This is an optimization exercise on Yosys and OpenROAD, whose aim is small area and a short achievable clock period, not a production implementation. RTL that was checked went through simulation tests only; none was proved equivalent to the original. Function not checked in run 2: the RTL went through the layout flow alone. Power and IR drop assume default switching activity.

--- flow/config.mk ---
export PLATFORM = sky130hd
export DESIGN_NAME = alu_stage
export DESIGN_NICKNAME = alu_stage
export VERILOG_FILES = /design/flow/design.v
export SDC_FILE = /design/flow/constraint.sdc
export NUM_CORES = 4
export LEC_CHECK = 0
export CAP_MARGIN = 20
export CORE_MARGIN = 2
export CORE_UTILIZATION = 75
export SLEW_MARGIN = 20
--- flow/constraint.sdc ---
create_clock -name core_clock -period 33.0 [get_ports {clk}]
set_input_delay 6.6000 -clock core_clock [delete_from_list [all_inputs] [get_ports {clk}]]
set_output_delay 6.6000 -clock core_clock [all_outputs]
set_load 0.01 [all_outputs]
--- flow/design.v ---
module divrow #(parameter W = 15)
	(input [W-1:0] rs, input [15:0] bx, input cin,
	 output q, output [W-1:0] r);
wire [17:0] t = {{(18-W){1'b0}}, rs} + {2'b01, bx} + {17'd0, cin};
assign q = t[17];
assign r = t[17] ? t[W-1:0] : rs;
endmodule
module mul16(input [15:0] a, input [15:0] b, output [31:0] p);
wire pp_0_0 = a[0] & b[0];
wire pp_0_1 = a[0] & b[1];
wire pp_0_2 = a[0] & b[2];
wire pp_0_3 = a[0] & b[3];
wire pp_0_4 = a[0] & b[4];
wire pp_0_5 = a[0] & b[5];
wire pp_0_6 = a[0] & b[6];
wire pp_0_7 = a[0] & b[7];
wire pp_0_8 = a[0] & b[8];
wire pp_0_9 = a[0] & b[9];
wire pp_0_10 = a[0] & b[10];
wire pp_0_11 = a[0] & b[11];
wire pp_0_12 = a[0] & b[12];
wire pp_0_13 = a[0] & b[13];
wire pp_0_14 = a[0] & b[14];
wire pp_0_15 = ~(a[0] & b[15]);
wire pp_1_0 = a[1] & b[0];
wire pp_1_1 = a[1] & b[1];
wire pp_1_2 = a[1] & b[2];
wire pp_1_3 = a[1] & b[3];
wire pp_1_4 = a[1] & b[4];
wire pp_1_5 = a[1] & b[5];
wire pp_1_6 = a[1] & b[6];
wire pp_1_7 = a[1] & b[7];
wire pp_1_8 = a[1] & b[8];
wire pp_1_9 = a[1] & b[9];
wire pp_1_10 = a[1] & b[10];
wire pp_1_11 = a[1] & b[11];
wire pp_1_12 = a[1] & b[12];
wire pp_1_13 = a[1] & b[13];
wire pp_1_14 = a[1] & b[14];
wire pp_1_15 = ~(a[1] & b[15]);
wire pp_2_0 = a[2] & b[0];
wire pp_2_1 = a[2] & b[1];
wire pp_2_2 = a[2] & b[2];
wire pp_2_3 = a[2] & b[3];
wire pp_2_4 = a[2] & b[4];
wire pp_2_5 = a[2] & b[5];
wire pp_2_6 = a[2] & b[6];
wire pp_2_7 = a[2] & b[7];
wire pp_2_8 = a[2] & b[8];
wire pp_2_9 = a[2] & b[9];
wire pp_2_10 = a[2] & b[10];
wire pp_2_11 = a[2] & b[11];
wire pp_2_12 = a[2] & b[12];
wire pp_2_13 = a[2] & b[13];
wire pp_2_14 = a[2] & b[14];
wire pp_2_15 = ~(a[2] & b[15]);
wire pp_3_0 = a[3] & b[0];
wire pp_3_1 = a[3] & b[1];
wire pp_3_2 = a[3] & b[2];
wire pp_3_3 = a[3] & b[3];
wire pp_3_4 = a[3] & b[4];
wire pp_3_5 = a[3] & b[5];
wire pp_3_6 = a[3] & b[6];
wire pp_3_7 = a[3] & b[7];
wire pp_3_8 = a[3] & b[8];
wire pp_3_9 = a[3] & b[9];
wire pp_3_10 = a[3] & b[10];
wire pp_3_11 = a[3] & b[11];
wire pp_3_12 = a[3] & b[12];
wire pp_3_13 = a[3] & b[13];
wire pp_3_14 = a[3] & b[14];
wire pp_3_15 = ~(a[3] & b[15]);
wire pp_4_0 = a[4] & b[0];
wire pp_4_1 = a[4] & b[1];
wire pp_4_2 = a[4] & b[2];
wire pp_4_3 = a[4] & b[3];
wire pp_4_4 = a[4] & b[4];
wire pp_4_5 = a[4] & b[5];
wire pp_4_6 = a[4] & b[6];
wire pp_4_7 = a[4] & b[7];
wire pp_4_8 = a[4] & b[8];
wire pp_4_9 = a[4] & b[9];
wire pp_4_10 = a[4] & b[10];
wire pp_4_11 = a[4] & b[11];
wire pp_4_12 = a[4] & b[12];
wire pp_4_13 = a[4] & b[13];
wire pp_4_14 = a[4] & b[14];
wire pp_4_15 = ~(a[4] & b[15]);
wire pp_5_0 = a[5] & b[0];
wire pp_5_1 = a[5] & b[1];
wire pp_5_2 = a[5] & b[2];
wire pp_5_3 = a[5] & b[3];
wire pp_5_4 = a[5] & b[4];
wire pp_5_5 = a[5] & b[5];
wire pp_5_6 = a[5] & b[6];
wire pp_5_7 = a[5] & b[7];
wire pp_5_8 = a[5] & b[8];
wire pp_5_9 = a[5] & b[9];
wire pp_5_10 = a[5] & b[10];
wire pp_5_11 = a[5] & b[11];
wire pp_5_12 = a[5] & b[12];
wire pp_5_13 = a[5] & b[13];
wire pp_5_14 = a[5] & b[14];
wire pp_5_15 = ~(a[5] & b[15]);
wire pp_6_0 = a[6] & b[0];
wire pp_6_1 = a[6] & b[1];
wire pp_6_2 = a[6] & b[2];
wire pp_6_3 = a[6] & b[3];
wire pp_6_4 = a[6] & b[4];
wire pp_6_5 = a[6] & b[5];
wire pp_6_6 = a[6] & b[6];
wire pp_6_7 = a[6] & b[7];
wire pp_6_8 = a[6] & b[8];
wire pp_6_9 = a[6] & b[9];
wire pp_6_10 = a[6] & b[10];
wire pp_6_11 = a[6] & b[11];
wire pp_6_12 = a[6] & b[12];
wire pp_6_13 = a[6] & b[13];
wire pp_6_14 = a[6] & b[14];
wire pp_6_15 = ~(a[6] & b[15]);
wire pp_7_0 = a[7] & b[0];
wire pp_7_1 = a[7] & b[1];
wire pp_7_2 = a[7] & b[2];
wire pp_7_3 = a[7] & b[3];
wire pp_7_4 = a[7] & b[4];
wire pp_7_5 = a[7] & b[5];
wire pp_7_6 = a[7] & b[6];
wire pp_7_7 = a[7] & b[7];
wire pp_7_8 = a[7] & b[8];
wire pp_7_9 = a[7] & b[9];
wire pp_7_10 = a[7] & b[10];
wire pp_7_11 = a[7] & b[11];
wire pp_7_12 = a[7] & b[12];
wire pp_7_13 = a[7] & b[13];
wire pp_7_14 = a[7] & b[14];
wire pp_7_15 = ~(a[7] & b[15]);
wire pp_8_0 = a[8] & b[0];
wire pp_8_1 = a[8] & b[1];
wire pp_8_2 = a[8] & b[2];
wire pp_8_3 = a[8] & b[3];
wire pp_8_4 = a[8] & b[4];
wire pp_8_5 = a[8] & b[5];
wire pp_8_6 = a[8] & b[6];
wire pp_8_7 = a[8] & b[7];
wire pp_8_8 = a[8] & b[8];
wire pp_8_9 = a[8] & b[9];
wire pp_8_10 = a[8] & b[10];
wire pp_8_11 = a[8] & b[11];
wire pp_8_12 = a[8] & b[12];
wire pp_8_13 = a[8] & b[13];
wire pp_8_14 = a[8] & b[14];
wire pp_8_15 = ~(a[8] & b[15]);
wire pp_9_0 = a[9] & b[0];
wire pp_9_1 = a[9] & b[1];
wire pp_9_2 = a[9] & b[2];
wire pp_9_3 = a[9] & b[3];
wire pp_9_4 = a[9] & b[4];
wire pp_9_5 = a[9] & b[5];
wire pp_9_6 = a[9] & b[6];
wire pp_9_7 = a[9] & b[7];
wire pp_9_8 = a[9] & b[8];
wire pp_9_9 = a[9] & b[9];
wire pp_9_10 = a[9] & b[10];
wire pp_9_11 = a[9] & b[11];
wire pp_9_12 = a[9] & b[12];
wire pp_9_13 = a[9] & b[13];
wire pp_9_14 = a[9] & b[14];
wire pp_9_15 = ~(a[9] & b[15]);
wire pp_10_0 = a[10] & b[0];
wire pp_10_1 = a[10] & b[1];
wire pp_10_2 = a[10] & b[2];
wire pp_10_3 = a[10] & b[3];
wire pp_10_4 = a[10] & b[4];
wire pp_10_5 = a[10] & b[5];
wire pp_10_6 = a[10] & b[6];
wire pp_10_7 = a[10] & b[7];
wire pp_10_8 = a[10] & b[8];
wire pp_10_9 = a[10] & b[9];
wire pp_10_10 = a[10] & b[10];
wire pp_10_11 = a[10] & b[11];
wire pp_10_12 = a[10] & b[12];
wire pp_10_13 = a[10] & b[13];
wire pp_10_14 = a[10] & b[14];
wire pp_10_15 = ~(a[10] & b[15]);
wire pp_11_0 = a[11] & b[0];
wire pp_11_1 = a[11] & b[1];
wire pp_11_2 = a[11] & b[2];
wire pp_11_3 = a[11] & b[3];
wire pp_11_4 = a[11] & b[4];
wire pp_11_5 = a[11] & b[5];
wire pp_11_6 = a[11] & b[6];
wire pp_11_7 = a[11] & b[7];
wire pp_11_8 = a[11] & b[8];
wire pp_11_9 = a[11] & b[9];
wire pp_11_10 = a[11] & b[10];
wire pp_11_11 = a[11] & b[11];
wire pp_11_12 = a[11] & b[12];
wire pp_11_13 = a[11] & b[13];
wire pp_11_14 = a[11] & b[14];
wire pp_11_15 = ~(a[11] & b[15]);
wire pp_12_0 = a[12] & b[0];
wire pp_12_1 = a[12] & b[1];
wire pp_12_2 = a[12] & b[2];
wire pp_12_3 = a[12] & b[3];
wire pp_12_4 = a[12] & b[4];
wire pp_12_5 = a[12] & b[5];
wire pp_12_6 = a[12] & b[6];
wire pp_12_7 = a[12] & b[7];
wire pp_12_8 = a[12] & b[8];
wire pp_12_9 = a[12] & b[9];
wire pp_12_10 = a[12] & b[10];
wire pp_12_11 = a[12] & b[11];
wire pp_12_12 = a[12] & b[12];
wire pp_12_13 = a[12] & b[13];
wire pp_12_14 = a[12] & b[14];
wire pp_12_15 = ~(a[12] & b[15]);
wire pp_13_0 = a[13] & b[0];
wire pp_13_1 = a[13] & b[1];
wire pp_13_2 = a[13] & b[2];
wire pp_13_3 = a[13] & b[3];
wire pp_13_4 = a[13] & b[4];
wire pp_13_5 = a[13] & b[5];
wire pp_13_6 = a[13] & b[6];
wire pp_13_7 = a[13] & b[7];
wire pp_13_8 = a[13] & b[8];
wire pp_13_9 = a[13] & b[9];
wire pp_13_10 = a[13] & b[10];
wire pp_13_11 = a[13] & b[11];
wire pp_13_12 = a[13] & b[12];
wire pp_13_13 = a[13] & b[13];
wire pp_13_14 = a[13] & b[14];
wire pp_13_15 = ~(a[13] & b[15]);
wire pp_14_0 = a[14] & b[0];
wire pp_14_1 = a[14] & b[1];
wire pp_14_2 = a[14] & b[2];
wire pp_14_3 = a[14] & b[3];
wire pp_14_4 = a[14] & b[4];
wire pp_14_5 = a[14] & b[5];
wire pp_14_6 = a[14] & b[6];
wire pp_14_7 = a[14] & b[7];
wire pp_14_8 = a[14] & b[8];
wire pp_14_9 = a[14] & b[9];
wire pp_14_10 = a[14] & b[10];
wire pp_14_11 = a[14] & b[11];
wire pp_14_12 = a[14] & b[12];
wire pp_14_13 = a[14] & b[13];
wire pp_14_14 = a[14] & b[14];
wire pp_14_15 = ~(a[14] & b[15]);
wire pp_15_0 = ~(a[15] & b[0]);
wire pp_15_1 = ~(a[15] & b[1]);
wire pp_15_2 = ~(a[15] & b[2]);
wire pp_15_3 = ~(a[15] & b[3]);
wire pp_15_4 = ~(a[15] & b[4]);
wire pp_15_5 = ~(a[15] & b[5]);
wire pp_15_6 = ~(a[15] & b[6]);
wire pp_15_7 = ~(a[15] & b[7]);
wire pp_15_8 = ~(a[15] & b[8]);
wire pp_15_9 = ~(a[15] & b[9]);
wire pp_15_10 = ~(a[15] & b[10]);
wire pp_15_11 = ~(a[15] & b[11]);
wire pp_15_12 = ~(a[15] & b[12]);
wire pp_15_13 = ~(a[15] & b[13]);
wire pp_15_14 = ~(a[15] & b[14]);
wire pp_15_15 = a[15] & b[15];
wire hs0 = pp_0_13 ^ pp_1_12;
wire hc0 = pp_0_13 & pp_1_12;
wire fs1 = pp_0_14 ^ pp_1_13 ^ pp_2_12;
wire fc1 = (pp_0_14 & pp_1_13) | (pp_2_12 & (pp_0_14 ^ pp_1_13));
wire hs2 = pp_3_11 ^ pp_4_10;
wire hc2 = pp_3_11 & pp_4_10;
wire fs3 = pp_0_15 ^ pp_1_14 ^ pp_2_13;
wire fc3 = (pp_0_15 & pp_1_14) | (pp_2_13 & (pp_0_15 ^ pp_1_14));
wire fs4 = pp_3_12 ^ pp_4_11 ^ pp_5_10;
wire fc4 = (pp_3_12 & pp_4_11) | (pp_5_10 & (pp_3_12 ^ pp_4_11));
wire hs5 = pp_6_9 ^ pp_7_8;
wire hc5 = pp_6_9 & pp_7_8;
wire fs6 = pp_1_15 ^ pp_2_14 ^ pp_3_13;
wire fc6 = (pp_1_15 & pp_2_14) | (pp_3_13 & (pp_1_15 ^ pp_2_14));
wire fs7 = pp_4_12 ^ pp_5_11 ^ pp_6_10;
wire fc7 = (pp_4_12 & pp_5_11) | (pp_6_10 & (pp_4_12 ^ pp_5_11));
wire fs8 = pp_7_9 ^ pp_8_8 ^ pp_9_7;
wire fc8 = (pp_7_9 & pp_8_8) | (pp_9_7 & (pp_7_9 ^ pp_8_8));
wire fs9 = pp_2_15 ^ pp_3_14 ^ pp_4_13;
wire fc9 = (pp_2_15 & pp_3_14) | (pp_4_13 & (pp_2_15 ^ pp_3_14));
wire fs10 = pp_5_12 ^ pp_6_11 ^ pp_7_10;
wire fc10 = (pp_5_12 & pp_6_11) | (pp_7_10 & (pp_5_12 ^ pp_6_11));
wire fs11 = pp_3_15 ^ pp_4_14 ^ pp_5_13;
wire fc11 = (pp_3_15 & pp_4_14) | (pp_5_13 & (pp_3_15 ^ pp_4_14));
wire hs12 = pp_0_9 ^ pp_1_8;
wire hc12 = pp_0_9 & pp_1_8;
wire fs13 = pp_0_10 ^ pp_1_9 ^ pp_2_8;
wire fc13 = (pp_0_10 & pp_1_9) | (pp_2_8 & (pp_0_10 ^ pp_1_9));
wire hs14 = pp_3_7 ^ pp_4_6;
wire hc14 = pp_3_7 & pp_4_6;
wire fs15 = pp_0_11 ^ pp_1_10 ^ pp_2_9;
wire fc15 = (pp_0_11 & pp_1_10) | (pp_2_9 & (pp_0_11 ^ pp_1_10));
wire fs16 = pp_3_8 ^ pp_4_7 ^ pp_5_6;
wire fc16 = (pp_3_8 & pp_4_7) | (pp_5_6 & (pp_3_8 ^ pp_4_7));
wire hs17 = pp_6_5 ^ pp_7_4;
wire hc17 = pp_6_5 & pp_7_4;
wire fs18 = pp_0_12 ^ pp_1_11 ^ pp_2_10;
wire fc18 = (pp_0_12 & pp_1_11) | (pp_2_10 & (pp_0_12 ^ pp_1_11));
wire fs19 = pp_3_9 ^ pp_4_8 ^ pp_5_7;
wire fc19 = (pp_3_9 & pp_4_8) | (pp_5_7 & (pp_3_9 ^ pp_4_8));
wire fs20 = pp_6_6 ^ pp_7_5 ^ pp_8_4;
wire fc20 = (pp_6_6 & pp_7_5) | (pp_8_4 & (pp_6_6 ^ pp_7_5));
wire hs21 = pp_9_3 ^ pp_10_2;
wire hc21 = pp_9_3 & pp_10_2;
wire fs22 = hs0 ^ pp_2_11 ^ pp_3_10;
wire fc22 = (hs0 & pp_2_11) | (pp_3_10 & (hs0 ^ pp_2_11));
wire fs23 = pp_4_9 ^ pp_5_8 ^ pp_6_7;
wire fc23 = (pp_4_9 & pp_5_8) | (pp_6_7 & (pp_4_9 ^ pp_5_8));
wire fs24 = pp_7_6 ^ pp_8_5 ^ pp_9_4;
wire fc24 = (pp_7_6 & pp_8_5) | (pp_9_4 & (pp_7_6 ^ pp_8_5));
wire fs25 = pp_10_3 ^ pp_11_2 ^ pp_12_1;
wire fc25 = (pp_10_3 & pp_11_2) | (pp_12_1 & (pp_10_3 ^ pp_11_2));
wire fs26 = hc0 ^ fs1 ^ hs2;
wire fc26 = (hc0 & fs1) | (hs2 & (hc0 ^ fs1));
wire fs27 = pp_5_9 ^ pp_6_8 ^ pp_7_7;
wire fc27 = (pp_5_9 & pp_6_8) | (pp_7_7 & (pp_5_9 ^ pp_6_8));
wire fs28 = pp_8_6 ^ pp_9_5 ^ pp_10_4;
wire fc28 = (pp_8_6 & pp_9_5) | (pp_10_4 & (pp_8_6 ^ pp_9_5));
wire fs29 = pp_11_3 ^ pp_12_2 ^ pp_13_1;
wire fc29 = (pp_11_3 & pp_12_2) | (pp_13_1 & (pp_11_3 ^ pp_12_2));
wire fs30 = fc1 ^ hc2 ^ fs3;
wire fc30 = (fc1 & hc2) | (fs3 & (fc1 ^ hc2));
wire fs31 = fs4 ^ hs5 ^ pp_8_7;
wire fc31 = (fs4 & hs5) | (pp_8_7 & (fs4 ^ hs5));
wire fs32 = pp_9_6 ^ pp_10_5 ^ pp_11_4;
wire fc32 = (pp_9_6 & pp_10_5) | (pp_11_4 & (pp_9_6 ^ pp_10_5));
wire fs33 = pp_12_3 ^ pp_13_2 ^ pp_14_1;
wire fc33 = (pp_12_3 & pp_13_2) | (pp_14_1 & (pp_12_3 ^ pp_13_2));
wire fs34 = fc3 ^ fc4 ^ hc5;
wire fc34 = (fc3 & fc4) | (hc5 & (fc3 ^ fc4));
wire fs35 = fs6 ^ fs7 ^ fs8;
wire fc35 = (fs6 & fs7) | (fs8 & (fs6 ^ fs7));
wire fs36 = pp_10_6 ^ pp_11_5 ^ pp_12_4;
wire fc36 = (pp_10_6 & pp_11_5) | (pp_12_4 & (pp_10_6 ^ pp_11_5));
wire fs37 = pp_13_3 ^ pp_14_2 ^ pp_15_1;
wire fc37 = (pp_13_3 & pp_14_2) | (pp_15_1 & (pp_13_3 ^ pp_14_2));
wire fs38 = fc6 ^ fc7 ^ fc8;
wire fc38 = (fc6 & fc7) | (fc8 & (fc6 ^ fc7));
wire fs39 = fs9 ^ fs10 ^ pp_8_9;
wire fc39 = (fs9 & fs10) | (pp_8_9 & (fs9 ^ fs10));
wire fs40 = pp_9_8 ^ pp_10_7 ^ pp_11_6;
wire fc40 = (pp_9_8 & pp_10_7) | (pp_11_6 & (pp_9_8 ^ pp_10_7));
wire fs41 = pp_12_5 ^ pp_13_4 ^ pp_14_3;
wire fc41 = (pp_12_5 & pp_13_4) | (pp_14_3 & (pp_12_5 ^ pp_13_4));
wire fs42 = fc9 ^ fc10 ^ fs11;
wire fc42 = (fc9 & fc10) | (fs11 & (fc9 ^ fc10));
wire fs43 = pp_6_12 ^ pp_7_11 ^ pp_8_10;
wire fc43 = (pp_6_12 & pp_7_11) | (pp_8_10 & (pp_6_12 ^ pp_7_11));
wire fs44 = pp_9_9 ^ pp_10_8 ^ pp_11_7;
wire fc44 = (pp_9_9 & pp_10_8) | (pp_11_7 & (pp_9_9 ^ pp_10_8));
wire fs45 = pp_12_6 ^ pp_13_5 ^ pp_14_4;
wire fc45 = (pp_12_6 & pp_13_5) | (pp_14_4 & (pp_12_6 ^ pp_13_5));
wire fs46 = fc11 ^ pp_4_15 ^ pp_5_14;
wire fc46 = (fc11 & pp_4_15) | (pp_5_14 & (fc11 ^ pp_4_15));
wire fs47 = pp_6_13 ^ pp_7_12 ^ pp_8_11;
wire fc47 = (pp_6_13 & pp_7_12) | (pp_8_11 & (pp_6_13 ^ pp_7_12));
wire fs48 = pp_9_10 ^ pp_10_9 ^ pp_11_8;
wire fc48 = (pp_9_10 & pp_10_9) | (pp_11_8 & (pp_9_10 ^ pp_10_9));
wire fs49 = pp_12_7 ^ pp_13_6 ^ pp_14_5;
wire fc49 = (pp_12_7 & pp_13_6) | (pp_14_5 & (pp_12_7 ^ pp_13_6));
wire fs50 = pp_5_15 ^ pp_6_14 ^ pp_7_13;
wire fc50 = (pp_5_15 & pp_6_14) | (pp_7_13 & (pp_5_15 ^ pp_6_14));
wire fs51 = pp_8_12 ^ pp_9_11 ^ pp_10_10;
wire fc51 = (pp_8_12 & pp_9_11) | (pp_10_10 & (pp_8_12 ^ pp_9_11));
wire fs52 = pp_11_9 ^ pp_12_8 ^ pp_13_7;
wire fc52 = (pp_11_9 & pp_12_8) | (pp_13_7 & (pp_11_9 ^ pp_12_8));
wire fs53 = pp_6_15 ^ pp_7_14 ^ pp_8_13;
wire fc53 = (pp_6_15 & pp_7_14) | (pp_8_13 & (pp_6_15 ^ pp_7_14));
wire fs54 = pp_9_12 ^ pp_10_11 ^ pp_11_10;
wire fc54 = (pp_9_12 & pp_10_11) | (pp_11_10 & (pp_9_12 ^ pp_10_11));
wire fs55 = pp_7_15 ^ pp_8_14 ^ pp_9_13;
wire fc55 = (pp_7_15 & pp_8_14) | (pp_9_13 & (pp_7_15 ^ pp_8_14));
wire hs56 = pp_0_6 ^ pp_1_5;
wire hc56 = pp_0_6 & pp_1_5;
wire fs57 = pp_0_7 ^ pp_1_6 ^ pp_2_5;
wire fc57 = (pp_0_7 & pp_1_6) | (pp_2_5 & (pp_0_7 ^ pp_1_6));
wire hs58 = pp_3_4 ^ pp_4_3;
wire hc58 = pp_3_4 & pp_4_3;
wire fs59 = pp_0_8 ^ pp_1_7 ^ pp_2_6;
wire fc59 = (pp_0_8 & pp_1_7) | (pp_2_6 & (pp_0_8 ^ pp_1_7));
wire fs60 = pp_3_5 ^ pp_4_4 ^ pp_5_3;
wire fc60 = (pp_3_5 & pp_4_4) | (pp_5_3 & (pp_3_5 ^ pp_4_4));
wire hs61 = pp_6_2 ^ pp_7_1;
wire hc61 = pp_6_2 & pp_7_1;
wire fs62 = hs12 ^ pp_2_7 ^ pp_3_6;
wire fc62 = (hs12 & pp_2_7) | (pp_3_6 & (hs12 ^ pp_2_7));
wire fs63 = pp_4_5 ^ pp_5_4 ^ pp_6_3;
wire fc63 = (pp_4_5 & pp_5_4) | (pp_6_3 & (pp_4_5 ^ pp_5_4));
wire fs64 = pp_7_2 ^ pp_8_1 ^ pp_9_0;
wire fc64 = (pp_7_2 & pp_8_1) | (pp_9_0 & (pp_7_2 ^ pp_8_1));
wire fs65 = hc12 ^ fs13 ^ hs14;
wire fc65 = (hc12 & fs13) | (hs14 & (hc12 ^ fs13));
wire fs66 = pp_5_5 ^ pp_6_4 ^ pp_7_3;
wire fc66 = (pp_5_5 & pp_6_4) | (pp_7_3 & (pp_5_5 ^ pp_6_4));
wire fs67 = pp_8_2 ^ pp_9_1 ^ pp_10_0;
wire fc67 = (pp_8_2 & pp_9_1) | (pp_10_0 & (pp_8_2 ^ pp_9_1));
wire fs68 = fc13 ^ hc14 ^ fs15;
wire fc68 = (fc13 & hc14) | (fs15 & (fc13 ^ hc14));
wire fs69 = fs16 ^ hs17 ^ pp_8_3;
wire fc69 = (fs16 & hs17) | (pp_8_3 & (fs16 ^ hs17));
wire fs70 = pp_9_2 ^ pp_10_1 ^ pp_11_0;
wire fc70 = (pp_9_2 & pp_10_1) | (pp_11_0 & (pp_9_2 ^ pp_10_1));
wire fs71 = fc15 ^ fc16 ^ hc17;
wire fc71 = (fc15 & fc16) | (hc17 & (fc15 ^ fc16));
wire fs72 = fs18 ^ fs19 ^ fs20;
wire fc72 = (fs18 & fs19) | (fs20 & (fs18 ^ fs19));
wire fs73 = hs21 ^ pp_11_1 ^ pp_12_0;
wire fc73 = (hs21 & pp_11_1) | (pp_12_0 & (hs21 ^ pp_11_1));
wire fs74 = fc18 ^ fc19 ^ fc20;
wire fc74 = (fc18 & fc19) | (fc20 & (fc18 ^ fc19));
wire fs75 = hc21 ^ fs22 ^ fs23;
wire fc75 = (hc21 & fs22) | (fs23 & (hc21 ^ fs22));
wire fs76 = fs24 ^ fs25 ^ pp_13_0;
wire fc76 = (fs24 & fs25) | (pp_13_0 & (fs24 ^ fs25));
wire fs77 = fc22 ^ fc23 ^ fc24;
wire fc77 = (fc22 & fc23) | (fc24 & (fc22 ^ fc23));
wire fs78 = fc25 ^ fs26 ^ fs27;
wire fc78 = (fc25 & fs26) | (fs27 & (fc25 ^ fs26));
wire fs79 = fs28 ^ fs29 ^ pp_14_0;
wire fc79 = (fs28 & fs29) | (pp_14_0 & (fs28 ^ fs29));
wire fs80 = fc26 ^ fc27 ^ fc28;
wire fc80 = (fc26 & fc27) | (fc28 & (fc26 ^ fc27));
wire fs81 = fc29 ^ fs30 ^ fs31;
wire fc81 = (fc29 & fs30) | (fs31 & (fc29 ^ fs30));
wire fs82 = fs32 ^ fs33 ^ pp_15_0;
wire fc82 = (fs32 & fs33) | (pp_15_0 & (fs32 ^ fs33));
wire fs83 = fc30 ^ fc31 ^ fc32;
wire fc83 = (fc30 & fc31) | (fc32 & (fc30 ^ fc31));
wire fs84 = fc33 ^ fs34 ^ fs35;
wire fc84 = (fc33 & fs34) | (fs35 & (fc33 ^ fs34));
wire fs85 = fs36 ^ fs37 ^ 1'b1;
wire fc85 = (fs36 & fs37) | (1'b1 & (fs36 ^ fs37));
wire fs86 = fc34 ^ fc35 ^ fc36;
wire fc86 = (fc34 & fc35) | (fc36 & (fc34 ^ fc35));
wire fs87 = fc37 ^ fs38 ^ fs39;
wire fc87 = (fc37 & fs38) | (fs39 & (fc37 ^ fs38));
wire fs88 = fs40 ^ fs41 ^ pp_15_2;
wire fc88 = (fs40 & fs41) | (pp_15_2 & (fs40 ^ fs41));
wire fs89 = fc38 ^ fc39 ^ fc40;
wire fc89 = (fc38 & fc39) | (fc40 & (fc38 ^ fc39));
wire fs90 = fc41 ^ fs42 ^ fs43;
wire fc90 = (fc41 & fs42) | (fs43 & (fc41 ^ fs42));
wire fs91 = fs44 ^ fs45 ^ pp_15_3;
wire fc91 = (fs44 & fs45) | (pp_15_3 & (fs44 ^ fs45));
wire fs92 = fc42 ^ fc43 ^ fc44;
wire fc92 = (fc42 & fc43) | (fc44 & (fc42 ^ fc43));
wire fs93 = fc45 ^ fs46 ^ fs47;
wire fc93 = (fc45 & fs46) | (fs47 & (fc45 ^ fs46));
wire fs94 = fs48 ^ fs49 ^ pp_15_4;
wire fc94 = (fs48 & fs49) | (pp_15_4 & (fs48 ^ fs49));
wire fs95 = fc46 ^ fc47 ^ fc48;
wire fc95 = (fc46 & fc47) | (fc48 & (fc46 ^ fc47));
wire fs96 = fc49 ^ fs50 ^ fs51;
wire fc96 = (fc49 & fs50) | (fs51 & (fc49 ^ fs50));
wire fs97 = fs52 ^ pp_14_6 ^ pp_15_5;
wire fc97 = (fs52 & pp_14_6) | (pp_15_5 & (fs52 ^ pp_14_6));
wire fs98 = fc50 ^ fc51 ^ fc52;
wire fc98 = (fc50 & fc51) | (fc52 & (fc50 ^ fc51));
wire fs99 = fs53 ^ fs54 ^ pp_12_9;
wire fc99 = (fs53 & fs54) | (pp_12_9 & (fs53 ^ fs54));
wire fs100 = pp_13_8 ^ pp_14_7 ^ pp_15_6;
wire fc100 = (pp_13_8 & pp_14_7) | (pp_15_6 & (pp_13_8 ^ pp_14_7));
wire fs101 = fc53 ^ fc54 ^ fs55;
wire fc101 = (fc53 & fc54) | (fs55 & (fc53 ^ fc54));
wire fs102 = pp_10_12 ^ pp_11_11 ^ pp_12_10;
wire fc102 = (pp_10_12 & pp_11_11) | (pp_12_10 & (pp_10_12 ^ pp_11_11));
wire fs103 = pp_13_9 ^ pp_14_8 ^ pp_15_7;
wire fc103 = (pp_13_9 & pp_14_8) | (pp_15_7 & (pp_13_9 ^ pp_14_8));
wire fs104 = fc55 ^ pp_8_15 ^ pp_9_14;
wire fc104 = (fc55 & pp_8_15) | (pp_9_14 & (fc55 ^ pp_8_15));
wire fs105 = pp_10_13 ^ pp_11_12 ^ pp_12_11;
wire fc105 = (pp_10_13 & pp_11_12) | (pp_12_11 & (pp_10_13 ^ pp_11_12));
wire fs106 = pp_13_10 ^ pp_14_9 ^ pp_15_8;
wire fc106 = (pp_13_10 & pp_14_9) | (pp_15_8 & (pp_13_10 ^ pp_14_9));
wire fs107 = pp_9_15 ^ pp_10_14 ^ pp_11_13;
wire fc107 = (pp_9_15 & pp_10_14) | (pp_11_13 & (pp_9_15 ^ pp_10_14));
wire fs108 = pp_12_12 ^ pp_13_11 ^ pp_14_10;
wire fc108 = (pp_12_12 & pp_13_11) | (pp_14_10 & (pp_12_12 ^ pp_13_11));
wire fs109 = pp_10_15 ^ pp_11_14 ^ pp_12_13;
wire fc109 = (pp_10_15 & pp_11_14) | (pp_12_13 & (pp_10_15 ^ pp_11_14));
wire hs110 = pp_0_4 ^ pp_1_3;
wire hc110 = pp_0_4 & pp_1_3;
wire fs111 = pp_0_5 ^ pp_1_4 ^ pp_2_3;
wire fc111 = (pp_0_5 & pp_1_4) | (pp_2_3 & (pp_0_5 ^ pp_1_4));
wire hs112 = pp_3_2 ^ pp_4_1;
wire hc112 = pp_3_2 & pp_4_1;
wire fs113 = hs56 ^ pp_2_4 ^ pp_3_3;
wire fc113 = (hs56 & pp_2_4) | (pp_3_3 & (hs56 ^ pp_2_4));
wire fs114 = pp_4_2 ^ pp_5_1 ^ pp_6_0;
wire fc114 = (pp_4_2 & pp_5_1) | (pp_6_0 & (pp_4_2 ^ pp_5_1));
wire fs115 = hc56 ^ fs57 ^ hs58;
wire fc115 = (hc56 & fs57) | (hs58 & (hc56 ^ fs57));
wire fs116 = pp_5_2 ^ pp_6_1 ^ pp_7_0;
wire fc116 = (pp_5_2 & pp_6_1) | (pp_7_0 & (pp_5_2 ^ pp_6_1));
wire fs117 = fc57 ^ hc58 ^ fs59;
wire fc117 = (fc57 & hc58) | (fs59 & (fc57 ^ hc58));
wire fs118 = fs60 ^ hs61 ^ pp_8_0;
wire fc118 = (fs60 & hs61) | (pp_8_0 & (fs60 ^ hs61));
wire fs119 = fc59 ^ fc60 ^ hc61;
wire fc119 = (fc59 & fc60) | (hc61 & (fc59 ^ fc60));
wire fs120 = fs62 ^ fs63 ^ fs64;
wire fc120 = (fs62 & fs63) | (fs64 & (fs62 ^ fs63));
wire fs121 = fc62 ^ fc63 ^ fc64;
wire fc121 = (fc62 & fc63) | (fc64 & (fc62 ^ fc63));
wire fs122 = fs65 ^ fs66 ^ fs67;
wire fc122 = (fs65 & fs66) | (fs67 & (fs65 ^ fs66));
wire fs123 = fc65 ^ fc66 ^ fc67;
wire fc123 = (fc65 & fc66) | (fc67 & (fc65 ^ fc66));
wire fs124 = fs68 ^ fs69 ^ fs70;
wire fc124 = (fs68 & fs69) | (fs70 & (fs68 ^ fs69));
wire fs125 = fc68 ^ fc69 ^ fc70;
wire fc125 = (fc68 & fc69) | (fc70 & (fc68 ^ fc69));
wire fs126 = fs71 ^ fs72 ^ fs73;
wire fc126 = (fs71 & fs72) | (fs73 & (fs71 ^ fs72));
wire fs127 = fc71 ^ fc72 ^ fc73;
wire fc127 = (fc71 & fc72) | (fc73 & (fc71 ^ fc72));
wire fs128 = fs74 ^ fs75 ^ fs76;
wire fc128 = (fs74 & fs75) | (fs76 & (fs74 ^ fs75));
wire fs129 = fc74 ^ fc75 ^ fc76;
wire fc129 = (fc74 & fc75) | (fc76 & (fc74 ^ fc75));
wire fs130 = fs77 ^ fs78 ^ fs79;
wire fc130 = (fs77 & fs78) | (fs79 & (fs77 ^ fs78));
wire fs131 = fc77 ^ fc78 ^ fc79;
wire fc131 = (fc77 & fc78) | (fc79 & (fc77 ^ fc78));
wire fs132 = fs80 ^ fs81 ^ fs82;
wire fc132 = (fs80 & fs81) | (fs82 & (fs80 ^ fs81));
wire fs133 = fc80 ^ fc81 ^ fc82;
wire fc133 = (fc80 & fc81) | (fc82 & (fc80 ^ fc81));
wire fs134 = fs83 ^ fs84 ^ fs85;
wire fc134 = (fs83 & fs84) | (fs85 & (fs83 ^ fs84));
wire fs135 = fc83 ^ fc84 ^ fc85;
wire fc135 = (fc83 & fc84) | (fc85 & (fc83 ^ fc84));
wire fs136 = fs86 ^ fs87 ^ fs88;
wire fc136 = (fs86 & fs87) | (fs88 & (fs86 ^ fs87));
wire fs137 = fc86 ^ fc87 ^ fc88;
wire fc137 = (fc86 & fc87) | (fc88 & (fc86 ^ fc87));
wire fs138 = fs89 ^ fs90 ^ fs91;
wire fc138 = (fs89 & fs90) | (fs91 & (fs89 ^ fs90));
wire fs139 = fc89 ^ fc90 ^ fc91;
wire fc139 = (fc89 & fc90) | (fc91 & (fc89 ^ fc90));
wire fs140 = fs92 ^ fs93 ^ fs94;
wire fc140 = (fs92 & fs93) | (fs94 & (fs92 ^ fs93));
wire fs141 = fc92 ^ fc93 ^ fc94;
wire fc141 = (fc92 & fc93) | (fc94 & (fc92 ^ fc93));
wire fs142 = fs95 ^ fs96 ^ fs97;
wire fc142 = (fs95 & fs96) | (fs97 & (fs95 ^ fs96));
wire fs143 = fc95 ^ fc96 ^ fc97;
wire fc143 = (fc95 & fc96) | (fc97 & (fc95 ^ fc96));
wire fs144 = fs98 ^ fs99 ^ fs100;
wire fc144 = (fs98 & fs99) | (fs100 & (fs98 ^ fs99));
wire fs145 = fc98 ^ fc99 ^ fc100;
wire fc145 = (fc98 & fc99) | (fc100 & (fc98 ^ fc99));
wire fs146 = fs101 ^ fs102 ^ fs103;
wire fc146 = (fs101 & fs102) | (fs103 & (fs101 ^ fs102));
wire fs147 = fc101 ^ fc102 ^ fc103;
wire fc147 = (fc101 & fc102) | (fc103 & (fc101 ^ fc102));
wire fs148 = fs104 ^ fs105 ^ fs106;
wire fc148 = (fs104 & fs105) | (fs106 & (fs104 ^ fs105));
wire fs149 = fc104 ^ fc105 ^ fc106;
wire fc149 = (fc104 & fc105) | (fc106 & (fc104 ^ fc105));
wire fs150 = fs107 ^ fs108 ^ pp_15_9;
wire fc150 = (fs107 & fs108) | (pp_15_9 & (fs107 ^ fs108));
wire fs151 = fc107 ^ fc108 ^ fs109;
wire fc151 = (fc107 & fc108) | (fs109 & (fc107 ^ fc108));
wire fs152 = pp_13_12 ^ pp_14_11 ^ pp_15_10;
wire fc152 = (pp_13_12 & pp_14_11) | (pp_15_10 & (pp_13_12 ^ pp_14_11));
wire fs153 = fc109 ^ pp_11_15 ^ pp_12_14;
wire fc153 = (fc109 & pp_11_15) | (pp_12_14 & (fc109 ^ pp_11_15));
wire fs154 = pp_13_13 ^ pp_14_12 ^ pp_15_11;
wire fc154 = (pp_13_13 & pp_14_12) | (pp_15_11 & (pp_13_13 ^ pp_14_12));
wire fs155 = pp_12_15 ^ pp_13_14 ^ pp_14_13;
wire fc155 = (pp_12_15 & pp_13_14) | (pp_14_13 & (pp_12_15 ^ pp_13_14));
wire hs156 = pp_0_3 ^ pp_1_2;
wire hc156 = pp_0_3 & pp_1_2;
wire fs157 = hs110 ^ pp_2_2 ^ pp_3_1;
wire fc157 = (hs110 & pp_2_2) | (pp_3_1 & (hs110 ^ pp_2_2));
wire fs158 = hc110 ^ fs111 ^ hs112;
wire fc158 = (hc110 & fs111) | (hs112 & (hc110 ^ fs111));
wire fs159 = fc111 ^ hc112 ^ fs113;
wire fc159 = (fc111 & hc112) | (fs113 & (fc111 ^ hc112));
wire fs160 = fc113 ^ fc114 ^ fs115;
wire fc160 = (fc113 & fc114) | (fs115 & (fc113 ^ fc114));
wire fs161 = fc115 ^ fc116 ^ fs117;
wire fc161 = (fc115 & fc116) | (fs117 & (fc115 ^ fc116));
wire fs162 = fc117 ^ fc118 ^ fs119;
wire fc162 = (fc117 & fc118) | (fs119 & (fc117 ^ fc118));
wire fs163 = fc119 ^ fc120 ^ fs121;
wire fc163 = (fc119 & fc120) | (fs121 & (fc119 ^ fc120));
wire fs164 = fc121 ^ fc122 ^ fs123;
wire fc164 = (fc121 & fc122) | (fs123 & (fc121 ^ fc122));
wire fs165 = fc123 ^ fc124 ^ fs125;
wire fc165 = (fc123 & fc124) | (fs125 & (fc123 ^ fc124));
wire fs166 = fc125 ^ fc126 ^ fs127;
wire fc166 = (fc125 & fc126) | (fs127 & (fc125 ^ fc126));
wire fs167 = fc127 ^ fc128 ^ fs129;
wire fc167 = (fc127 & fc128) | (fs129 & (fc127 ^ fc128));
wire fs168 = fc129 ^ fc130 ^ fs131;
wire fc168 = (fc129 & fc130) | (fs131 & (fc129 ^ fc130));
wire fs169 = fc131 ^ fc132 ^ fs133;
wire fc169 = (fc131 & fc132) | (fs133 & (fc131 ^ fc132));
wire fs170 = fc133 ^ fc134 ^ fs135;
wire fc170 = (fc133 & fc134) | (fs135 & (fc133 ^ fc134));
wire fs171 = fc135 ^ fc136 ^ fs137;
wire fc171 = (fc135 & fc136) | (fs137 & (fc135 ^ fc136));
wire fs172 = fc137 ^ fc138 ^ fs139;
wire fc172 = (fc137 & fc138) | (fs139 & (fc137 ^ fc138));
wire fs173 = fc139 ^ fc140 ^ fs141;
wire fc173 = (fc139 & fc140) | (fs141 & (fc139 ^ fc140));
wire fs174 = fc141 ^ fc142 ^ fs143;
wire fc174 = (fc141 & fc142) | (fs143 & (fc141 ^ fc142));
wire fs175 = fc143 ^ fc144 ^ fs145;
wire fc175 = (fc143 & fc144) | (fs145 & (fc143 ^ fc144));
wire fs176 = fc145 ^ fc146 ^ fs147;
wire fc176 = (fc145 & fc146) | (fs147 & (fc145 ^ fc146));
wire fs177 = fc147 ^ fc148 ^ fs149;
wire fc177 = (fc147 & fc148) | (fs149 & (fc147 ^ fc148));
wire fs178 = fc149 ^ fc150 ^ fs151;
wire fc178 = (fc149 & fc150) | (fs151 & (fc149 ^ fc150));
wire fs179 = fc151 ^ fc152 ^ fs153;
wire fc179 = (fc151 & fc152) | (fs153 & (fc151 ^ fc152));
wire fs180 = fc153 ^ fc154 ^ fs155;
wire fc180 = (fc153 & fc154) | (fs155 & (fc153 ^ fc154));
wire fs181 = fc155 ^ pp_13_15 ^ pp_14_14;
wire fc181 = (fc155 & pp_13_15) | (pp_14_14 & (fc155 ^ pp_13_15));
wire hs182 = pp_0_2 ^ pp_1_1;
wire hc182 = pp_0_2 & pp_1_1;
wire fs183 = hs156 ^ pp_2_1 ^ pp_3_0;
wire fc183 = (hs156 & pp_2_1) | (pp_3_0 & (hs156 ^ pp_2_1));
wire fs184 = hc156 ^ fs157 ^ pp_4_0;
wire fc184 = (hc156 & fs157) | (pp_4_0 & (hc156 ^ fs157));
wire fs185 = fc157 ^ fs158 ^ pp_5_0;
wire fc185 = (fc157 & fs158) | (pp_5_0 & (fc157 ^ fs158));
wire fs186 = fc158 ^ fs159 ^ fs114;
wire fc186 = (fc158 & fs159) | (fs114 & (fc158 ^ fs159));
wire fs187 = fc159 ^ fs160 ^ fs116;
wire fc187 = (fc159 & fs160) | (fs116 & (fc159 ^ fs160));
wire fs188 = fc160 ^ fs161 ^ fs118;
wire fc188 = (fc160 & fs161) | (fs118 & (fc160 ^ fs161));
wire fs189 = fc161 ^ fs162 ^ fs120;
wire fc189 = (fc161 & fs162) | (fs120 & (fc161 ^ fs162));
wire fs190 = fc162 ^ fs163 ^ fs122;
wire fc190 = (fc162 & fs163) | (fs122 & (fc162 ^ fs163));
wire fs191 = fc163 ^ fs164 ^ fs124;
wire fc191 = (fc163 & fs164) | (fs124 & (fc163 ^ fs164));
wire fs192 = fc164 ^ fs165 ^ fs126;
wire fc192 = (fc164 & fs165) | (fs126 & (fc164 ^ fs165));
wire fs193 = fc165 ^ fs166 ^ fs128;
wire fc193 = (fc165 & fs166) | (fs128 & (fc165 ^ fs166));
wire fs194 = fc166 ^ fs167 ^ fs130;
wire fc194 = (fc166 & fs167) | (fs130 & (fc166 ^ fs167));
wire fs195 = fc167 ^ fs168 ^ fs132;
wire fc195 = (fc167 & fs168) | (fs132 & (fc167 ^ fs168));
wire fs196 = fc168 ^ fs169 ^ fs134;
wire fc196 = (fc168 & fs169) | (fs134 & (fc168 ^ fs169));
wire fs197 = fc169 ^ fs170 ^ fs136;
wire fc197 = (fc169 & fs170) | (fs136 & (fc169 ^ fs170));
wire fs198 = fc170 ^ fs171 ^ fs138;
wire fc198 = (fc170 & fs171) | (fs138 & (fc170 ^ fs171));
wire fs199 = fc171 ^ fs172 ^ fs140;
wire fc199 = (fc171 & fs172) | (fs140 & (fc171 ^ fs172));
wire fs200 = fc172 ^ fs173 ^ fs142;
wire fc200 = (fc172 & fs173) | (fs142 & (fc172 ^ fs173));
wire fs201 = fc173 ^ fs174 ^ fs144;
wire fc201 = (fc173 & fs174) | (fs144 & (fc173 ^ fs174));
wire fs202 = fc174 ^ fs175 ^ fs146;
wire fc202 = (fc174 & fs175) | (fs146 & (fc174 ^ fs175));
wire fs203 = fc175 ^ fs176 ^ fs148;
wire fc203 = (fc175 & fs176) | (fs148 & (fc175 ^ fs176));
wire fs204 = fc176 ^ fs177 ^ fs150;
wire fc204 = (fc176 & fs177) | (fs150 & (fc176 ^ fs177));
wire fs205 = fc177 ^ fs178 ^ fs152;
wire fc205 = (fc177 & fs178) | (fs152 & (fc177 ^ fs178));
wire fs206 = fc178 ^ fs179 ^ fs154;
wire fc206 = (fc178 & fs179) | (fs154 & (fc178 ^ fs179));
wire fs207 = fc179 ^ fs180 ^ pp_15_12;
wire fc207 = (fc179 & fs180) | (pp_15_12 & (fc179 ^ fs180));
wire fs208 = fc180 ^ fs181 ^ pp_15_13;
wire fc208 = (fc180 & fs181) | (pp_15_13 & (fc180 ^ fs181));
wire fs209 = fc181 ^ pp_14_15 ^ pp_15_14;
wire fc209 = (fc181 & pp_14_15) | (pp_15_14 & (fc181 ^ pp_14_15));
wire [31:0] x = {1'b1, fc209, fc208, fc207, fc206, fc205, fc204, fc203, fc202, fc201, fc200, fc199, fc198, fc197, fc196, fc195, fc194, fc193, fc192, fc191, fc190, fc189, fc188, fc187, fc186, fc185, fc184, fc183, hc182, hs182, pp_0_1, pp_0_0};
wire [31:0] y = {1'b0, pp_15_15, fs209, fs208, fs207, fs206, fs205, fs204, fs203, fs202, fs201, fs200, fs199, fs198, fs197, fs196, fs195, fs194, fs193, fs192, fs191, fs190, fs189, fs188, fs187, fs186, fs185, fs184, fs183, pp_2_0, pp_1_0, 1'b0};
assign p = x + y;
endmodule
module alu_stage(input clk, input [15:0] a, b, input [3:0] funct,
				output [15:0] out, output [15:0] r15);
localparam J = 6;
localparam K = 13;
wire is_div = (funct == 4'b0101);
wire is_mul = (funct == 4'b0100);
wire is_add = (funct == 4'b0000);
wire is_sub = (funct == 4'b0001);
wire sa = a[15], sb = b[15];
wire [14:0] A = a[14:0] ^ {15{sa}};
wire [15:0] bx = sb ? b : ~b;
wire cin = ~sb;
wire bz = (b == 16'd0);
wire [15:0] sum = a + (is_sub ? ~b : b) + {15'd0, is_sub};
wire [14:0] r1 [0:J];
wire [14:0] q1;
assign r1[0] = 15'd0;
genvar j;
generate for (j = 1; j <= J; j = j + 1) begin : s1row
	wire [j-1:0] rr;
	wire [j-1:0] rs;
	if (j == 1) begin : first
		assign rs = A[14];
	end else begin : next
		assign rs = {r1[j-1][(j>1?j-2:0):0], A[15-j]};
	end
	divrow #(.W(j)) u(.rs(rs), .bx(bx), .cin(cin), .q(q1[15-j]), .r(rr));
	assign r1[j] = {{(15-j){1'b0}}, rr};
end endgenerate
reg [15:0] x1_q, y1_q;
reg [J-1:0] ra_q;
reg div1_q, mul1_q, sa1_q, cin1_q;
always @(posedge clk) begin
	x1_q   <= is_div ? {bz, q1[14:15-J], A[14-J:0]} :
	          is_mul ? a : ((is_add | is_sub) ? sum : 16'd0);
	y1_q   <= is_div ? bx : (is_mul ? b : 16'd0);
	ra_q   <= r1[J][J-1:0];
	div1_q <= is_div;
	mul1_q <= is_mul;
	sa1_q  <= sa;
	cin1_q <= cin;
end
wire [31:0] prod;
mul16 u_mul(.a(x1_q), .b(y1_q), .p(prod));
wire [14:0] r2 [J:K];
wire [14:0] q2;
assign r2[J] = {{(15-J){1'b0}}, ra_q};
generate for (j = J + 1; j <= K; j = j + 1) begin : s2row
	wire [j-1:0] rr;
	divrow #(.W(j)) u(.rs({r2[j-1][j-2:0], x1_q[15-j]}), .bx(y1_q), .cin(cin1_q), .q(q2[15-j]), .r(rr));
	assign r2[j] = {{(15-j){1'b0}}, rr};
end endgenerate
reg [15:0] x2_q, y2_q;
reg [14:0] rb_q;
reg div2_q, sa2_q, cin2_q;
always @(posedge clk) begin
	x2_q   <= div1_q ? {x1_q[15:15-J], q2[14-J:15-K], x1_q[14-K:0]} :
	          (mul1_q ? prod[15:0] : x1_q);
	y2_q   <= mul1_q ? prod[31:16] : y1_q;
	rb_q   <= r2[K][14:0];
	div2_q <= div1_q;
	sa2_q  <= sa1_q;
	cin2_q <= cin1_q;
end
wire [14:0] r3 [K:15];
wire [14:0] q3;
assign r3[K] = rb_q;
generate for (j = K + 1; j <= 15; j = j + 1) begin : s3row
	wire [j-1:0] rr;
	divrow #(.W(j)) u(.rs({r3[j-1][j-2:0], x2_q[15-j]}), .bx(y2_q), .cin(cin2_q), .q(q3[15-j]), .r(rr));
	assign r3[j] = {{(15-j){1'b0}}, rr};
end endgenerate
wire [15:0] qf = {x2_q[15:15-K], q3[14-K:0]};
wire [15:0] rf = {1'b0, r3[15]};
wire eq = &(rf ^ y2_q ^ {rf[14:0] & y2_q[14:0], cin2_q});
wire c  = sa2_q & eq;
wire nq = (sa2_q ^ ~cin2_q) & ~qf[15];
wire [15:0] qo = (qf ^ {16{nq}}) + {15'd0, c ^ nq};
wire [15:0] ro = (rf ^ {16{sa2_q}}) & {16{~c}};
assign out = div2_q ? qo : x2_q;
assign r15 = div2_q ? ro : y2_q;
endmodule
--- flow/flow/run.sh ---
#!/bin/bash
# Standard layout, with the setup repair asked to over-fix so the critical
# paths get sized for speed (the clock period and constraints are unchanged).
bash standard.sh SETUP_SLACK_MARGIN=19.5 finish > standard.log 2>&1
--- flow/standard.sh ---
#!/bin/bash
# synth_recipe.tcl (not shown) runs the flow's synth.tcl, then flattens the netlist and writes it again
# the make line also repeats each setting of config.mk as NAME=value (left out here)
make -C /OpenROAD-flow-scripts/flow DESIGN_CONFIG=/design/flow/config.mk WORK_HOME=/design/flow/orfs CLKGATE_MAP_FILE= SYNTH_SCRIPT=/design/flow/synth_recipe.tcl "${@:-finish}"
==> results of run 1 <==
-- routing by layer --
| metal | wire length, um | GRT usage, % | up-vias | part of all wire, % |
|---|---|---|---|---|
| met3 | 10900 | 10.3 | 700 | 15 |
| met2 | 30700 | 75.1 | 1743 | 43 |
| met1 | 23200 | 54.9 | 9227 | 32 |
| li1 | - | - | 7996 | - |
| met4 | 6740 | 28.4 | 19 | 9.4 |
| met5 | 265 | 0 | - | 0.37 |
-- final timing paths --
| kind | to | slack, ps | depth (start not counted) |
|---|---|---|---|
| max | r15[3] | 18500 | 26 |
| min | cin2_q | 380 | 0 |
| max reg2reg | r3[13][8] | 19580 | 63 |
| min reg2reg | cin2_q | 380 | 0 |
-- power breakdown --
| part | internal, mW | switching, mW | total [mW] |
|---|---|---|---|
| sequential | 0.117 | 0.0227 | 0.140 |
| clock | 0.0694 | 0.0500 | 0.119 |
| combinational | 0.155 | 0.204 | 0.359 |
| total | 0.341 | 0.276 | 0.618 |
-- metrics by stage --
| step | instances | util [%] |
|---|---|---|
| after floorplan | 2297 | - |
| after global placement | 2628 | 80.1 |
| after detailed placement | 2628 | 80.1 |
| after CTS | 2692 | 84.8 |
| after global routing | 2752 | 89.3 |
| final | 2753 | 89.3 |
-- kinds of logic (layout without fill, tap and decap cells) --
| kind of cell | after synthesis | after routing | synth area share (%) |
|---|---|---|---|
| simple gates | 734 | 734 | 18.6 |
| compound gates | 477 | 480 | 16.3 |
| fa+ha+maj | 408 | 408 | 35.6 |
| buf+inv | 313 | 431 | 6.29 |
| xor+xnor | 198 | 198 | 9.15 |
| flops | 90 | 90 | 9.51 |
| mux | 77 | 77 | 4.52 |
| other cells | 0 | 5 | 0 |
-- layout make-up --
type	instances	share of cell area, %
clock buffer	10	1.07
timing repair buffer	193	7.43
tap	330	1.85
antenna	5	0.0561
multi-input combinational	1897	77.1
clock inverter	6	0.432
inverter	222	3.82
sequential	90	8.21
-- what timing repair did --
action,in CTS,in global routing
setup endpoints to repair,53,53
pin swaps,44,87
gates resized for setup,176,182
gates cloned,4,1
buffers inserted,44,55
-- cells in the final DEF, fill, tap and decap left out, types with 10 or more instances in the layout --
cell type          n
a31oi_1           11
ha_4              22
a21o_1            45
a21oi_1          114
mux2i_1           10
nor2_1           172
fa_1             217
xnor2_1          129
buf_4            117
xor2_1            59
nand4_1           11
nand2b_1          18
o21bai_1          10
dfxtp_2           10
nor3_1            34
mux2_2            45
o21a_1            30
nor2b_1           32
or3_1             11
o21ai_2           14
ha_1             164
and2_1           127
nand3_1           26
and3_1            13
dfxtp_1           76
clkdlybuf4s50_1   39
a21oi_2           21
a211oi_1          14
o21ai_0           78
nand2_1          223
o211ai_1          10
mux2_4            18
inv_1            212
-- sequential cells by signal (all words and copies together), names as in the netlist, 6 cells and up --
register,count
x1_q,16
r3,13
y2_q,16
ra_q,6
x2_q,16
y1_q,16
==> results.txt, run 1 <==
Status: timing/DRC/antenna clean
Data required, critical path: 26400 ps
Fin Setup TNS: 0 ps
Worst slack at placement: 16690 ps
Setup slack after layout: 18500 ps
Fin crit period: 14500 ps
TritonCTS clock tree: yes
RR Startpoint: x1_q[8]
Residual DRC: 0
GRT Total Usage: 45.8%
CP endpoint kind: primary output
Final hold violation count: 0
Core region area: 25000 um2
Area of the multi-input gates: 17200 um2
Worst Path Max Fanout: 16
Clock transition at the registers of the reported paths: 70 ps
Family with the most delay on the worst path: compound AO/OA/AOI/OAI gates
Cells after synthesis: 2297
CTS Hold Buffers Added: 0
IO Pins: 69
Area growth syn-to-layout: 17.6%
Initial antenna violation count: 8
Final Max Slew Viols: 0
H-tree Lvls: 3
Most common cell in the netlist: nand2_1
# rows: 58
Die width: 163 um
Dpl cell area: 20000 um2
Clk sink count: 90
Hold_sp: cin1_q
Yosys cell types: 80
Hold Crit Class: flop to flop
Final wirelength: 71900 um
Vias in the first global route: 18700
Area share of the largest cell type after synthesis: 23.1%
NumNets Final: 2858
Largest net degree at the start of global routing: 44
Yosys reg bits: 90
Synth area leaders: fa_1, ha_1, dfxtp_1
Number of synthesized flops with an enable pin: 0
Iteration-0 DRC Markers: 3249
MaxCap Viol Count: 0
Main flop type after synthesis: dfxtp_1
Cell taking the most area after synthesis: fa_1
Synth top cells by count: nand2_1, inv_1, fa_1
Height of the chip: 163 um
Fraction of the yosys area taken by sequential cells: 9.51%
Port bufs: 68
Pleak: 10.2 nW
Critical path class: flop to primary output
WP buf/inv: 4
WL per Instance: 26.1 um
Slowest cell on crit path: dfxtp_1
Remaining antenna violation count: 0
Global placement routability congestion: 0.964
CTS root buf: clkbuf_16
Wire length of the first global-routing pass: 95100 um
Via density: 7.15
FMAX: 69.0 MHz
Max clock buf depth: 2
Worst slew pin tran: 1170 ps
TritonCTS buffer count: 9
Hpwl dp: 40700 um
Initial Util: 75.9%
RSZ-0062 raised after global routing: yes
Net Count, Synth: 2742
Worst skew pair latency: 370 ps
Pwr dens: 27.7 nW/um2
Reg area: 1830 um2
Asr flop ratio synth: 0%
Clk_skew: 12.0 ps
Mapped Area: 18900 um2
Worst hold slack: 385 ps
Fin crit share: 43.9%
Slowest stage delay, CP: 650 ps
WP data arrival: 7900 ps
Worst setup SP type: flop
Synth warn: 1
Final setup fails: 0
Total power: 0.618 mW
Worst vdd ir: 0.0314 mV
Fillcell total: 1172
DR pass1 iterations: 10
Layout cell share with drive strength beyond 1: 17.7%
Syn_area_per_cell: 8.25 um2
Vias: 19700
Design Area, Final: 22300 um2
Slew HR: 21.8%
Global route overflow: 0
Critical Path Start: r3[13][9]
Die area: 26500 um2
==> run 2: changes to the inputs <==
--- a/flow/design.v
+++ b/flow/design.v
@@ -3,5 +3,31 @@
 	 output q, output [W-1:0] r);
-wire [17:0] t = {{(18-W){1'b0}}, rs} + {2'b01, bx} + {17'd0, cin};
-assign q = t[17];
-assign r = t[17] ? t[W-1:0] : rs;
+localparam N = W + 1;
+localparam LV = $clog2(N);
+wire [W-1:0] g = rs & bx[W-1:0];
+wire [W-1:0] p = rs ^ bx[W-1:0];
+wire [N-1:0] G [0:LV];
+wire [N-1:0] P [0:LV];
+assign G[0] = {g, cin};
+assign P[0] = {p, 1'b0};
+genvar l, i;
+generate for (l = 0; l < LV; l = l + 1) begin : lvl
+	for (i = 0; i < N; i = i + 1) begin : pos
+		if (((i >> l) & 1) == 1) begin : merge
+			assign G[l+1][i] = G[l][i] | (P[l][i] & G[l][((i >> l) << l) - 1]);
+			assign P[l+1][i] = P[l][i] & P[l][((i >> l) << l) - 1];
+		end else begin : pass
+			assign G[l+1][i] = G[l][i];
+			assign P[l+1][i] = P[l][i];
+		end
+	end
+end endgenerate
+wire [W:0] c = G[LV];
+wire hi;
+if (W < 16) begin : h
+	assign hi = &bx[15:W];
+end else begin : h16
+	assign hi = 1'b1;
+end
+assign q = c[W] & hi;
+assign r = q ? (p ^ c[W-1:0]) : rs;
 endmodule
@@ -752,6 +778,6 @@
 end
-wire [14:0] r3 [K:15];
+wire [14:0] r3 [K:14];
 wire [14:0] q3;
 assign r3[K] = rb_q;
-generate for (j = K + 1; j <= 15; j = j + 1) begin : s3row
+generate for (j = K + 1; j <= 14; j = j + 1) begin : s3row
 	wire [j-1:0] rr;
@@ -760,9 +786,19 @@
 end endgenerate
-wire [15:0] qf = {x2_q[15:15-K], q3[14-K:0]};
-wire [15:0] rf = {1'b0, r3[15]};
-wire eq = &(rf ^ y2_q ^ {rf[14:0] & y2_q[14:0], cin2_q});
+wire [14:0] rs15 = {r3[14][13:0], x2_q[0]};
+wire [17:0] t15 = {3'b000, rs15} + {2'b01, y2_q} + {17'd0, cin2_q};
+assign q3[0] = t15[17];
+wire [14:0] rf = t15[17] ? t15[14:0] : rs15;
+wire eq_t = &({1'b0, t15[14:0]} ^ y2_q ^ {t15[14:0] & y2_q[14:0], cin2_q});
+wire eq_s = &({1'b0, rs15} ^ y2_q ^ {rs15 & y2_q[14:0], cin2_q});
+wire eq = t15[17] ? eq_t : eq_s;
 wire c  = sa2_q & eq;
-wire nq = (sa2_q ^ ~cin2_q) & ~qf[15];
-wire [15:0] qo = (qf ^ {16{nq}}) + {15'd0, c ^ nq};
-wire [15:0] ro = (rf ^ {16{sa2_q}}) & {16{~c}};
+wire [15:0] qf = {x2_q[15:15-K], q3[14-K:0]};
+wire nq = (sa2_q ^ ~cin2_q) & ~x2_q[15];
+wire [15:0] qn = qf ^ {16{nq}};
+localparam L = 15 - K;
+wire [15-L:0] hi = qn[15:L];
+wire [15-L:0] hi_inc = hi + 1'b1;
+wire [L:0] lo = {1'b0, qn[L-1:0]} + {{L{1'b0}}, c ^ nq};
+wire [15:0] qo = {lo[L] ? hi_inc : hi, lo[L-1:0]};
+wire [15:0] ro = ({1'b0, rf} ^ {16{sa2_q}}) & {16{~c}};
 assign out = div2_q ? qo : x2_q;
==> flow/flow/run.sh (replaced) <==
#!/bin/bash
# Standard layout, with the setup repair asked to over-fix so the critical
# paths get sized for speed (the clock period and constraints are unchanged).
bash standard.sh SETUP_SLACK_MARGIN=18 finish > standard.log 2>&1
==> results.txt, run 2 <==
Vias: 17300 (-12%)
# rows: 58 (unchanged)
Synth Area in XOR/XNOR: 8.40% (-0.76 points)
Flop-to-flop setup slack: 18530 ps (-1050 ps)
WHS Path Cells: 0 (unchanged)
Remaining antenna violation count: 0 (unchanged)
Worst skew pair latency: 360 ps (about the same)
Global placement routability congestion: 0.973 (+1.0%)
Area of the multi-input gates: 16400 um2 (-4.4%)
Hpwl dp: 42100 um (+3.5%)
Area share of the largest cell type after synthesis: 26.2% (+3.0 points)
Layout cell share with drive strength beyond 1: 8.69% (-9.0 points)
Hold Crit Endpoint: sa2_q
RR Startpoint: y1_q[0]
Worst slack at placement: 16970 ps (+281 ps)
Worst Path Max Fanout: 9 (-7)
Fin Setup TNS: 0 ps (unchanged)
CTS root buf: clkbuf_16
Final hold violation count: 0 (unchanged)
Fraction of the yosys area taken by sequential cells: 9.39% (-0.12 points)
Main flop type after synthesis: dfxtp_1
Worst R2R End: r3[13][2]
Final Util: 83.8% (-5.4 points)
TritonCTS buffer count: 9 (unchanged)
TritonCTS clock tree: yes
Area growth syn-to-layout: 9.99%
Status: timing/DRC/antenna clean
Via density: 6.56 (-8.3%)
CP endpoint kind: primary output
Initial antenna violation count: 0 (-8)
H-tree Lvls: 3 (unchanged)
Cells after synthesis: 2258 (-1.7%)
Wire length of the first global-routing pass: 89500 um (-5.9%)
Final Max Slew Viols: 0 (unchanged)
Die area: 26900 um2 (+1.3%)
Largest family of logic cells by synthesized area: adder cells
Hold Crit Class: flop to flop
Core region area: 25200 um2 (+0.87%)
Clk sink count: 90 (unchanged)
Cell taking the most area after synthesis: fa_1
Pwr dens: 25.6 nW/um2 (-7.6%)
Port bufs: 68 (unchanged)
Worst slew pin tran: 1070 ps (-101 ps)
Synth Area in Adders: 38.3% (+2.7 points)
Final setup fails: 0 (unchanged)
CTS Hold Buffers Added: 0 (unchanged)
Fin crit period: 14780 ps (+281 ps)
WP data arrival: 8180 ps (+280 ps)
Synth area leaders: fa_1, ha_1, dfxtp_1
Slew HR: 28.5% (+6.7 points)
Iteration-0 DRC Markers: 1922 (-41%)
Number of synthesized flops with an enable pin: 0 (unchanged)
Synth top cells by count: inv_1, fa_1, nand2_1
Height of the chip: 164 um (+0.64%)
Global route overflow: 0 (unchanged)
Yosys cell types: 83 (+3.8%)
Initial Util: 76.2% (+0.33 points)
N_diodes: 0 (-5)
Worst setup SP type: flop
Residual DRC: 0 (unchanged)
Clock transition at the registers of the reported paths: 70 ps (about the same)
Vias in the first global route: 17900 (-4.1%)
Setup slack after layout: 18220 ps (-281 ps)
Hold_sp: sa1_q
MaxCap Viol Count: 0 (unchanged)
Asr flop ratio synth: 0% (unchanged)
DR pass1 iterations: 6 (-4)
Synth Area in Simple Gates: 17.7% (-0.97 points)
Reg area: 1810 um2 (-0.82%)
Worst vdd ir: 0.0230 mV (-27%)
Critical path class: flop to primary output
Die width: 164 um (+0.64%)
Post-synthesis mux area share: 5.36% (+0.83 points)
Slowest stage delay, CP: 550 ps (-100 ps)
Clk_skew: 12.8 ps (+0.752 ps)
Most common cell after layout, fill and taps aside: inv_1
Mapped Area: 19200 um2 (+1.3%)
Slowest cell on crit path: clkdlybuf4s50_1
Yosys reg bits: 90 (unchanged)
Most common cell in the netlist: inv_1
Commonest cells after routing, fill and taps aside: inv_1, fa_1, nand2_1
IO Pins: 69 (unchanged)
Largest net degree at the start of global routing: 30 (-32%)
Reg2reg path depth: 58 (-7.9%)
FMAX: 67.6 MHz (-1.9%)
RSZ-0062 raised after global routing: no
Syn_area_per_cell: 8.50 um2 (+3.1%)
Fillcell total: 1525 (+30%)
GRT Total Usage: 42.6% (-3.2 points)
Pleak: 9.91 nW (-3.1%)
WL per Instance: 21.5 um (-18%)
Fin crit share: 44.8% (+0.85 points)
Net Count, Synth: 2732 (-0.36%)
Max clock buf depth: 2 (unchanged)
Post-synthesis compound-gate area fraction: 13.9% (-2.4 points)
NumNets Final: 2783 (-2.6%)
Synth warn: 15 (+14)
Final wirelength: 56900 um (-21%)
Data required, critical path: 26400 ps (about the same)
run 2: routing by layer:
metal  track usage [%]  wire (um)  vias up  share of wire, %
met5                 0          0        -                 0
li1                  -          -     7633                 -
met4              22.2       3390        0               6.0
met1              52.2      20800     8321                37
met2              72.5      27100     1082                48
met3              6.97       5580      301               9.8
run 2: logic make-up (layout without fill, tap and decap cells):
group	after synthesis	in the layout
DFF	90	90
AOI/OAI and AO/OA	412	412
muxes	97	97
buffers and inverters	353	409
adders and majority gates	437	437
xor gates and xnor gates	184	184
and+or+nand+nor	685	685
run 2: timing repair:
action | CTS | global route
buffers inserted | 9 | 22
hold endpoints to repair | 0 | 0
gates resized for setup | 28 | 63
endpoints found under the setup margin | 28 | 31
gates cloned | 0 | 0
pin swaps | 4 | 11
run 2: layout make-up:
type | count | share of cell area, %
multi-input combinational | 1815 | 77.8
timing repair buffer | 125 | 5.43
clock buffer | 11 | 1.15
tap | 330 | 1.96
inverter | 268 | 4.76
sequential | 90 | 8.59
clock inverter | 5 | 0.290
run 2: how the worst max path moves through the flow:
stage / from / end / slack (ps) / depth (start not counted)
2_1_floorplan: y1_q[1] / r3[13][11] / 18510 / 63
4_1_cts: cin2_q / out[12] / 18020 / 36
5_1_grt: y1_q[0] / r3[13][9] / 17830 / 58
3_5_place_dp: cin1_q / r3[13][11] / 16970 / 55
3_3_place_gp: cin1_q / r3[13][4] / 17190 / 56
6_report: y2_q[4] / out[14] / 18220 / 35
run 2: through the flow:
stage / cell area [um2] / power (mW) / hold WS [ps] / instances
final: 21100 / 0.541 / 466 / 2644
after CTS: 20600 / 0.524 / 435 / 2622
after global placement: 20100 / 0.402 / 396 / 2596
after global routing: 21100 / 0.572 / 477 / 2644
after floorplan: 19200 / 0.334 / 310 / 2258
after detailed placement: 20200 / 0.414 / 400 / 2597
run 2: worst max-delay path, delay by kind of cell, from the launching register on:
kind                       cells  cell delay, ps
buffers and inverters          6            1430
xor gates and xnor gates       3             660
muxes                          1             470
DFF                            1             390
adders and majority gates      4            1300
AOI/OAI and AO/OA             15            2370
and+or+nand+nor                6            1210
run 2: report_power, final:
group          internal, mW  switching (mW)  total [mW]
clock                0.0614          0.0472       0.109
combinational         0.127           0.171       0.298
sequential            0.117          0.0176       0.134

## separate check: timing with driven ports
Ports are ideal in the flow. The routed layouts listed here were re-timed in OpenROAD.
Step 1 sets driving cells, clkbuf_16 on the clock port and buf_2 on the other inputs (assumed; they add their load-dependent delay and slew).
Step 2, shift: input delay + t, output delay - t, t = (earliest + latest rising clock arrival at the registers) / 2. This alone moves slack from input paths to output paths.
Three values: ideal, step 1, step 2; two values: the first two.
| run | t, ns | slack for setup (ns) | hold WS [ns] | clock arrival spread, ns |
|---|---|---|---|---|
| run 1 | 0.418 | 18.497 / 18.446 / 18.558 | 0.385 / 0.385 / 0.385 | 0.012 / 0.012 |
| run 2 | 0.400 | 18.217 / 18.166 / 18.113 | 0.466 / 0.466 / 0.466 | 0.014 / 0.013 |
After both steps every run listed still meets setup and hold. For run 2, which loses most, drivers alone change the setup slack by -0.051 ns; drivers and shift together by -0.104 ns.
